Background: an optimization exercise with open tools, aiming at small area. Do not read the settings as production practice.
In this exercise RTL edits were held to simulation tests only and were not proved equivalent to the original.

==> inputs of v15 <==
==> flow/design.v (excerpt) <==
module Paso_Banda (
  input  wire signed [20:0] u,
  input  wire clk, rst, EN,
  output wire signed [20:0] y1, y2, y3
);
  wire [10:0] c_low;
  Filtro_low1 s_low1 (.clk(clk), .rst(rst), .EN(EN), .x(u), .y(c_low));
  Filtro_low2 s_low2 (.clk(clk), .rst(rst), .EN(EN), .x(c_low), .y(y1));
  wire [19:0] c_mid;
  Filtro_mid1 s_mid1 (.clk(clk), .rst(rst), .EN(EN), .x(u), .y(c_mid));
  Filtro_mid2 s_mid2 (.clk(clk), .rst(rst), .EN(EN), .x(c_mid), .y(y2));
  wire [20:0] c_hi;
  Filtro_hi1 s_hi1 (.clk(clk), .rst(rst), .EN(EN), .x(u), .y(c_hi));
  Filtro_hi2 s_hi2 (.clk(clk), .rst(rst), .EN(EN), .x(c_hi), .y(y3));
endmodule
make LEC_CHECK=0 CAP_MARGIN=20 CORE_MARGIN=2 CORE_UTILIZATION=40 CTS_BUF_LIST=sky130_fd_sc_hd__clkbuf_8 CTS_CLUSTER_DIAMETER=70 CTS_CLUSTER_SIZE=24 SLEW_MARGIN=20 SYNTH_HIERARCHICAL=1 finish   # period 25.0 ns
run.sh (not shown) runs the stock make flow with config.mk's settings and CLKGATE_MAP_FILE= SYNTH_SCRIPT=/design/flow/synth_recipe.tcl, a recipe that flattens the netlist after the stock synthesis.
==> v29 (differences from v15) <==
--- a/flow/design.v
+++ b/flow/design.v
@@ -4,14 +4,15 @@
 );
   assign s = a ^ b ^ c;
   assign co = (a & b) | (a & c) | (b & c);
 endmodule
 module Filtro_low1 (
   input  wire clk, rst, EN,
   input  wire [20:0] x,
+  input  wire [20:0] xm,
   output wire [10:0] y
 );
   reg [20:0] f1;
   reg [10:0] t;
   reg [20:0] m2r;
   reg [8:0] mcr;
   wire low1_n0 = f1[2] ^ f1[0];
@@ -443,21 +444,14 @@
   wire low1_n425, low1_n426;
   Sumador u_low1_n425 (.a(x[20]), .b(low1_n424), .c(low1_n367), .s(low1_n425), .co(low1_n426));
   wire low1_n427 = ~low1_n426;
   wire low1_n428, low1_n429;
   Sumador u_low1_n428 (.a(low1_n427), .b(x[20]), .c(low1_n372), .s(low1_n428), .co(low1_n429));
   wire [22:0] R0 = {low1_n429, ~low1_n428, low1_n425, low1_n423, low1_n421, low1_n419, low1_n417, low1_n414, low1_n412, low1_n409, low1_n406, low1_n403, low1_n400, low1_n397, low1_n394, low1_n391, low1_n388, low1_n385, low1_n383, low1_n381, low1_n379, low1_n377, low1_n374};
   wire [20:0] xs = x;
-  wire [20:0] xz;
-  assign xz[0] = 1'b1;
-  genvar gi;
-  generate for (gi = 1; gi < 21; gi = gi + 1) begin : dz
-    assign xz[gi] = xz[gi-1] & ~xs[gi-1];
-  end endgenerate
-  wire [20:0] xm = {xz[20], xs[19:0] ^ xz[19:0]};
   wire So = (~S[21] & (|S[20:20]));
   wire Su = (S[21] & ~(&S[20:20]));
   wire [20:0] fk = (So & xs[20]) ? xm : (Su & ~xs[20]) ? {1'b1, xs[19:0]} : (~R0[22] & (|R0[21:20])) ? 21'h0FFFFF : (R0[22] & ~(&R0[21:20])) ? 21'h100000 : R0[20:0];
   wire low1_n430 = f1[0] ^ low1_n63;
   wire low1_n431 = f1[0] & low1_n63;
   wire low1_n432, low1_n433;
   Sumador u_low1_n432 (.a(f1[1]), .b(low1_n431), .c(low1_n66), .s(low1_n432), .co(low1_n433));
@@ -1487,14 +1481,15 @@
       mcr <= mc;
     end
   end
 endmodule
 module Filtro_mid1 (
   input  wire clk, rst, EN,
   input  wire [20:0] x,
+  input  wire [20:0] xm,
   output wire [19:0] y
 );
   reg [20:0] f1;
   reg [18:0] t;
   reg [19:0] m2r;
   reg [17:0] mcr;
   wire mid1_n0 = f1[2] ^ f1[0];
@@ -1896,21 +1891,14 @@
   wire mid1_n395, mid1_n396;
   Sumador u_mid1_n395 (.a(x[20]), .b(mid1_n343), .c(mid1_n394), .s(mid1_n395), .co(mid1_n396));
   wire mid1_n397 = ~mid1_n394;
   wire mid1_n398, mid1_n399;
   Sumador u_mid1_n398 (.a(mid1_n397), .b(mid1_n346), .c(mid1_n396), .s(mid1_n398), .co(mid1_n399));
   wire [22:0] R0 = {mid1_n399, ~mid1_n398, ~mid1_n395, mid1_n393, mid1_n390, mid1_n388, mid1_n386, mid1_n383, mid1_n380, mid1_n378, mid1_n376, mid1_n374, mid1_n372, mid1_n370, mid1_n368, mid1_n365, mid1_n362, mid1_n360, mid1_n358, mid1_n356, mid1_n354, mid1_n352, mid1_n349};
   wire [20:0] xs = x;
-  wire [20:0] xz;
-  assign xz[0] = 1'b1;
-  genvar gi;
-  generate for (gi = 1; gi < 21; gi = gi + 1) begin : dz
-    assign xz[gi] = xz[gi-1] & ~xs[gi-1];
-  end endgenerate
-  wire [20:0] xm = {xz[20], xs[19:0] ^ xz[19:0]};
   wire So = (~S[21] & (|S[20:20]));
   wire Su = (S[21] & ~(&S[20:20]));
   wire [20:0] fk = (So & xs[20]) ? xm : (Su & ~xs[20]) ? {1'b1, xs[19:0]} : (~R0[22] & (|R0[21:20])) ? 21'h0FFFFF : (R0[22] & ~(&R0[21:20])) ? 21'h100000 : R0[20:0];
   wire mid1_n400 = ~f1[1];
   wire mid1_n401 = ~f1[0];
   wire mid1_n402 = mid1_n400 ^ mid1_n401;
   wire mid1_n403 = mid1_n400 & mid1_n401;
@@ -3007,14 +2995,15 @@
       f2 <= f1;
     end
   end
 endmodule
 module Filtro_hi1 (
   input  wire clk, rst, EN,
   input  wire [20:0] x,
+  input  wire [20:0] xm,
   output wire [20:0] y
 );
   reg [20:0] f1;
   reg [20:0] t;
   reg [20:0] m2r;
   reg [20:0] mcr;
   wire hi1_n0 = f1[2] ^ f1[0];
@@ -3439,21 +3428,14 @@
   wire hi1_n418, hi1_n419;
   Sumador u_hi1_n418 (.a(x[20]), .b(hi1_n359), .c(hi1_n417), .s(hi1_n418), .co(hi1_n419));
   wire hi1_n420 = ~x[20];
   wire hi1_n421, hi1_n422;
   Sumador u_hi1_n421 (.a(hi1_n363), .b(hi1_n419), .c(hi1_n420), .s(hi1_n421), .co(hi1_n422));
   wire [22:0] R0 = {~hi1_n422, hi1_n421, hi1_n418, hi1_n416, hi1_n413, hi1_n410, hi1_n407, hi1_n404, hi1_n402, hi1_n400, hi1_n398, hi1_n396, hi1_n393, hi1_n391, hi1_n389, hi1_n386, hi1_n383, hi1_n380, hi1_n377, hi1_n374, hi1_n371, hi1_n368, hi1_n365};
   wire [20:0] xs = x;
-  wire [20:0] xz;
-  assign xz[0] = 1'b1;
-  genvar gi;
-  generate for (gi = 1; gi < 21; gi = gi + 1) begin : dz
-    assign xz[gi] = xz[gi-1] & ~xs[gi-1];
-  end endgenerate
-  wire [20:0] xm = {xz[20], xs[19:0] ^ xz[19:0]};
   wire So = (~S[21] & (|S[20:20]));
   wire Su = (S[21] & ~(&S[20:20]));
   wire [20:0] fk = (So & xs[20]) ? xm : (Su & ~xs[20]) ? {1'b1, xs[19:0]} : (~R0[22] & (|R0[21:20])) ? 21'h0FFFFF : (R0[22] & ~(&R0[21:20])) ? 21'h100000 : R0[20:0];
   wire hi1_n423 = f1[0] ^ hi1_n49;
   wire hi1_n424 = f1[0] & hi1_n49;
   wire hi1_n425, hi1_n426;
   Sumador u_hi1_n425 (.a(f1[1]), .b(hi1_n424), .c(hi1_n51), .s(hi1_n425), .co(hi1_n426));
@@ -5159,17 +5141,24 @@
   end
 endmodule
 module Paso_Banda (
   input  wire signed [20:0] u,
   input  wire clk, rst, EN,
   output wire signed [20:0] y1, y2, y3
 );
+  wire [20:0] uz;
+  assign uz[0] = 1'b1;
+  genvar gi;
+  generate for (gi = 1; gi < 21; gi = gi + 1) begin : dz
+    assign uz[gi] = uz[gi-1] & ~u[gi-1];
+  end endgenerate
+  wire [20:0] um = {uz[20], u[19:0] ^ uz[19:0]};
   wire [10:0] c_low;
-  Filtro_low1 s_low1 (.clk(clk), .rst(rst), .EN(EN), .x(u), .y(c_low));
+  Filtro_low1 s_low1 (.clk(clk), .rst(rst), .EN(EN), .x(u), .xm(um), .y(c_low));
   Filtro_low2 s_low2 (.clk(clk), .rst(rst), .EN(EN), .x(c_low), .y(y1));
   wire [19:0] c_mid;
-  Filtro_mid1 s_mid1 (.clk(clk), .rst(rst), .EN(EN), .x(u), .y(c_mid));
+  Filtro_mid1 s_mid1 (.clk(clk), .rst(rst), .EN(EN), .x(u), .xm(um), .y(c_mid));
   Filtro_mid2 s_mid2 (.clk(clk), .rst(rst), .EN(EN), .x(c_mid), .y(y2));
   wire [20:0] c_hi;
-  Filtro_hi1 s_hi1 (.clk(clk), .rst(rst), .EN(EN), .x(u), .y(c_hi));
+  Filtro_hi1 s_hi1 (.clk(clk), .rst(rst), .EN(EN), .x(u), .xm(um), .y(c_hi));
   Filtro_hi2 s_hi2 (.clk(clk), .rst(rst), .EN(EN), .x(c_hi), .y(y3));
 endmodule
==> v3 (differences from v15) <==
--- a/flow/design.v
+++ b/flow/design.v
@@ -4,14 +4,15 @@
 );
   assign s = a ^ b ^ c;
   assign co = (a & b) | (a & c) | (b & c);
 endmodule
 module Filtro_low1 (
   input  wire clk, rst, EN,
   input  wire [20:0] x,
+  input  wire [20:0] xm,
   output wire [10:0] y
 );
   reg [20:0] f1;
   reg [10:0] t;
   reg [20:0] m2r;
   reg [8:0] mcr;
   wire low1_n0 = f1[2] ^ f1[0];
@@ -443,21 +444,14 @@
   wire low1_n425, low1_n426;
   Sumador u_low1_n425 (.a(x[20]), .b(low1_n424), .c(low1_n367), .s(low1_n425), .co(low1_n426));
   wire low1_n427 = ~low1_n426;
   wire low1_n428, low1_n429;
   Sumador u_low1_n428 (.a(low1_n427), .b(x[20]), .c(low1_n372), .s(low1_n428), .co(low1_n429));
   wire [22:0] R0 = {low1_n429, ~low1_n428, low1_n425, low1_n423, low1_n421, low1_n419, low1_n417, low1_n414, low1_n412, low1_n409, low1_n406, low1_n403, low1_n400, low1_n397, low1_n394, low1_n391, low1_n388, low1_n385, low1_n383, low1_n381, low1_n379, low1_n377, low1_n374};
   wire [20:0] xs = x;
-  wire [20:0] xz;
-  assign xz[0] = 1'b1;
-  genvar gi;
-  generate for (gi = 1; gi < 21; gi = gi + 1) begin : dz
-    assign xz[gi] = xz[gi-1] & ~xs[gi-1];
-  end endgenerate
-  wire [20:0] xm = {xz[20], xs[19:0] ^ xz[19:0]};
   wire So = (~S[21] & (|S[20:20]));
   wire Su = (S[21] & ~(&S[20:20]));
   wire [20:0] fk = (So & xs[20]) ? xm : (Su & ~xs[20]) ? {1'b1, xs[19:0]} : (~R0[22] & (|R0[21:20])) ? 21'h0FFFFF : (R0[22] & ~(&R0[21:20])) ? 21'h100000 : R0[20:0];
   wire low1_n430 = f1[0] ^ low1_n63;
   wire low1_n431 = f1[0] & low1_n63;
   wire low1_n432, low1_n433;
   Sumador u_low1_n432 (.a(f1[1]), .b(low1_n431), .c(low1_n66), .s(low1_n432), .co(low1_n433));
@@ -1487,14 +1481,15 @@
       mcr <= mc;
     end
   end
 endmodule
 module Filtro_mid1 (
   input  wire clk, rst, EN,
   input  wire [20:0] x,
+  input  wire [20:0] xm,
   output wire [19:0] y
 );
   reg [20:0] f1;
   reg [18:0] t;
   reg [19:0] m2r;
   reg [17:0] mcr;
   wire mid1_n0 = f1[2] ^ f1[0];
@@ -1896,21 +1891,14 @@
   wire mid1_n395, mid1_n396;
   Sumador u_mid1_n395 (.a(x[20]), .b(mid1_n343), .c(mid1_n394), .s(mid1_n395), .co(mid1_n396));
   wire mid1_n397 = ~mid1_n394;
   wire mid1_n398, mid1_n399;
   Sumador u_mid1_n398 (.a(mid1_n397), .b(mid1_n346), .c(mid1_n396), .s(mid1_n398), .co(mid1_n399));
   wire [22:0] R0 = {mid1_n399, ~mid1_n398, ~mid1_n395, mid1_n393, mid1_n390, mid1_n388, mid1_n386, mid1_n383, mid1_n380, mid1_n378, mid1_n376, mid1_n374, mid1_n372, mid1_n370, mid1_n368, mid1_n365, mid1_n362, mid1_n360, mid1_n358, mid1_n356, mid1_n354, mid1_n352, mid1_n349};
   wire [20:0] xs = x;
-  wire [20:0] xz;
-  assign xz[0] = 1'b1;
-  genvar gi;
-  generate for (gi = 1; gi < 21; gi = gi + 1) begin : dz
-    assign xz[gi] = xz[gi-1] & ~xs[gi-1];
-  end endgenerate
-  wire [20:0] xm = {xz[20], xs[19:0] ^ xz[19:0]};
   wire So = (~S[21] & (|S[20:20]));
   wire Su = (S[21] & ~(&S[20:20]));
   wire [20:0] fk = (So & xs[20]) ? xm : (Su & ~xs[20]) ? {1'b1, xs[19:0]} : (~R0[22] & (|R0[21:20])) ? 21'h0FFFFF : (R0[22] & ~(&R0[21:20])) ? 21'h100000 : R0[20:0];
   wire mid1_n400 = ~f1[1];
   wire mid1_n401 = ~f1[0];
   wire mid1_n402 = mid1_n400 ^ mid1_n401;
   wire mid1_n403 = mid1_n400 & mid1_n401;
@@ -3007,14 +2995,15 @@
       f2 <= f1;
     end
   end
 endmodule
 module Filtro_hi1 (
   input  wire clk, rst, EN,
   input  wire [20:0] x,
+  input  wire [20:0] xm,
   output wire [20:0] y
 );
   reg [20:0] f1;
   reg [20:0] t;
   reg [20:0] m2r;
   reg [20:0] mcr;
   wire hi1_n0 = f1[2] ^ f1[0];
@@ -3439,21 +3428,14 @@
   wire hi1_n418, hi1_n419;
   Sumador u_hi1_n418 (.a(x[20]), .b(hi1_n359), .c(hi1_n417), .s(hi1_n418), .co(hi1_n419));
   wire hi1_n420 = ~x[20];
   wire hi1_n421, hi1_n422;
   Sumador u_hi1_n421 (.a(hi1_n363), .b(hi1_n419), .c(hi1_n420), .s(hi1_n421), .co(hi1_n422));
   wire [22:0] R0 = {~hi1_n422, hi1_n421, hi1_n418, hi1_n416, hi1_n413, hi1_n410, hi1_n407, hi1_n404, hi1_n402, hi1_n400, hi1_n398, hi1_n396, hi1_n393, hi1_n391, hi1_n389, hi1_n386, hi1_n383, hi1_n380, hi1_n377, hi1_n374, hi1_n371, hi1_n368, hi1_n365};
   wire [20:0] xs = x;
-  wire [20:0] xz;
-  assign xz[0] = 1'b1;
-  genvar gi;
-  generate for (gi = 1; gi < 21; gi = gi + 1) begin : dz
-    assign xz[gi] = xz[gi-1] & ~xs[gi-1];
-  end endgenerate
-  wire [20:0] xm = {xz[20], xs[19:0] ^ xz[19:0]};
   wire So = (~S[21] & (|S[20:20]));
   wire Su = (S[21] & ~(&S[20:20]));
   wire [20:0] fk = (So & xs[20]) ? xm : (Su & ~xs[20]) ? {1'b1, xs[19:0]} : (~R0[22] & (|R0[21:20])) ? 21'h0FFFFF : (R0[22] & ~(&R0[21:20])) ? 21'h100000 : R0[20:0];
   wire hi1_n423 = f1[0] ^ hi1_n49;
   wire hi1_n424 = f1[0] & hi1_n49;
   wire hi1_n425, hi1_n426;
   Sumador u_hi1_n425 (.a(f1[1]), .b(hi1_n424), .c(hi1_n51), .s(hi1_n425), .co(hi1_n426));
@@ -5159,17 +5141,24 @@
   end
 endmodule
 module Paso_Banda (
   input  wire signed [20:0] u,
   input  wire clk, rst, EN,
   output wire signed [20:0] y1, y2, y3
 );
+  wire [20:0] uz;
+  assign uz[0] = 1'b1;
+  genvar gi;
+  generate for (gi = 1; gi < 21; gi = gi + 1) begin : dz
+    assign uz[gi] = uz[gi-1] & ~u[gi-1];
+  end endgenerate
+  wire [20:0] um = {uz[20], u[19:0] ^ uz[19:0]};
   wire [10:0] c_low;
-  Filtro_low1 s_low1 (.clk(clk), .rst(rst), .EN(EN), .x(u), .y(c_low));
+  Filtro_low1 s_low1 (.clk(clk), .rst(rst), .EN(EN), .x(u), .xm(um), .y(c_low));
   Filtro_low2 s_low2 (.clk(clk), .rst(rst), .EN(EN), .x(c_low), .y(y1));
   wire [19:0] c_mid;
-  Filtro_mid1 s_mid1 (.clk(clk), .rst(rst), .EN(EN), .x(u), .y(c_mid));
+  Filtro_mid1 s_mid1 (.clk(clk), .rst(rst), .EN(EN), .x(u), .xm(um), .y(c_mid));
   Filtro_mid2 s_mid2 (.clk(clk), .rst(rst), .EN(EN), .x(c_mid), .y(y2));
   wire [20:0] c_hi;
-  Filtro_hi1 s_hi1 (.clk(clk), .rst(rst), .EN(EN), .x(u), .y(c_hi));
+  Filtro_hi1 s_hi1 (.clk(clk), .rst(rst), .EN(EN), .x(u), .xm(um), .y(c_hi));
   Filtro_hi2 s_hi2 (.clk(clk), .rst(rst), .EN(EN), .x(c_hi), .y(y3));
 endmodule
Settings changed: CORE_UTILIZATION 40 to 60.
==> notes <==
v15 produced a clean layout. v29 produced a clean layout. v3 produced a clean layout.
Global-route usage, highest first: v3, v29, v15.
In synthesized cell count, v3 and v29 do not differ.
Register-to-register slack: v15 is higher than v3 (0.04 ns).
Worst hold slack: v15 is worse than v29 (0.0019 ns).
In v15 the count of clock-buffer cells in the layout is higher than in v3, by 11.
Between v15 and v29, the lower synthesized area is in v29 (gap 1.2%, measured against v29).
Clock skew: v3 is higher than v29 (0.033 ns).

static timing again, ports no longer ideal:
The flow's constraints put no driver on any port. The routed layouts listed below were extracted and timed again, unchanged, in two steps.
Step 1: set_driving_cell puts a clkbuf_16 on clk and a buf_2 on each other input, an assumption about the parent block.
Step 2 also shifts input and output timing later by t, the mid clock arrival at the registers, as if the neighbouring blocks saw the same clock.
Three values: no drivers, after step 1, after step 2; two values: the first two.
| run | t, ns | slack for setup (ns) | latest minus earliest clock arrival (ns) | cell pins on the clock port's net |
|---|---|---|---|---|
| v15 | 0.871 | 1.038 / 1.038 / 1.038 | 0.051 / 0.051 | 1 |
| v29 | 0.865 | 1.007 / 1.007 / 1.007 | 0.041 / 0.041 | 1 |
| v3 | 0.866 | 0.998 / 0.998 / 0.998 | 0.068 / 0.068 | 1 |
After both steps every run listed still meets setup and hold.
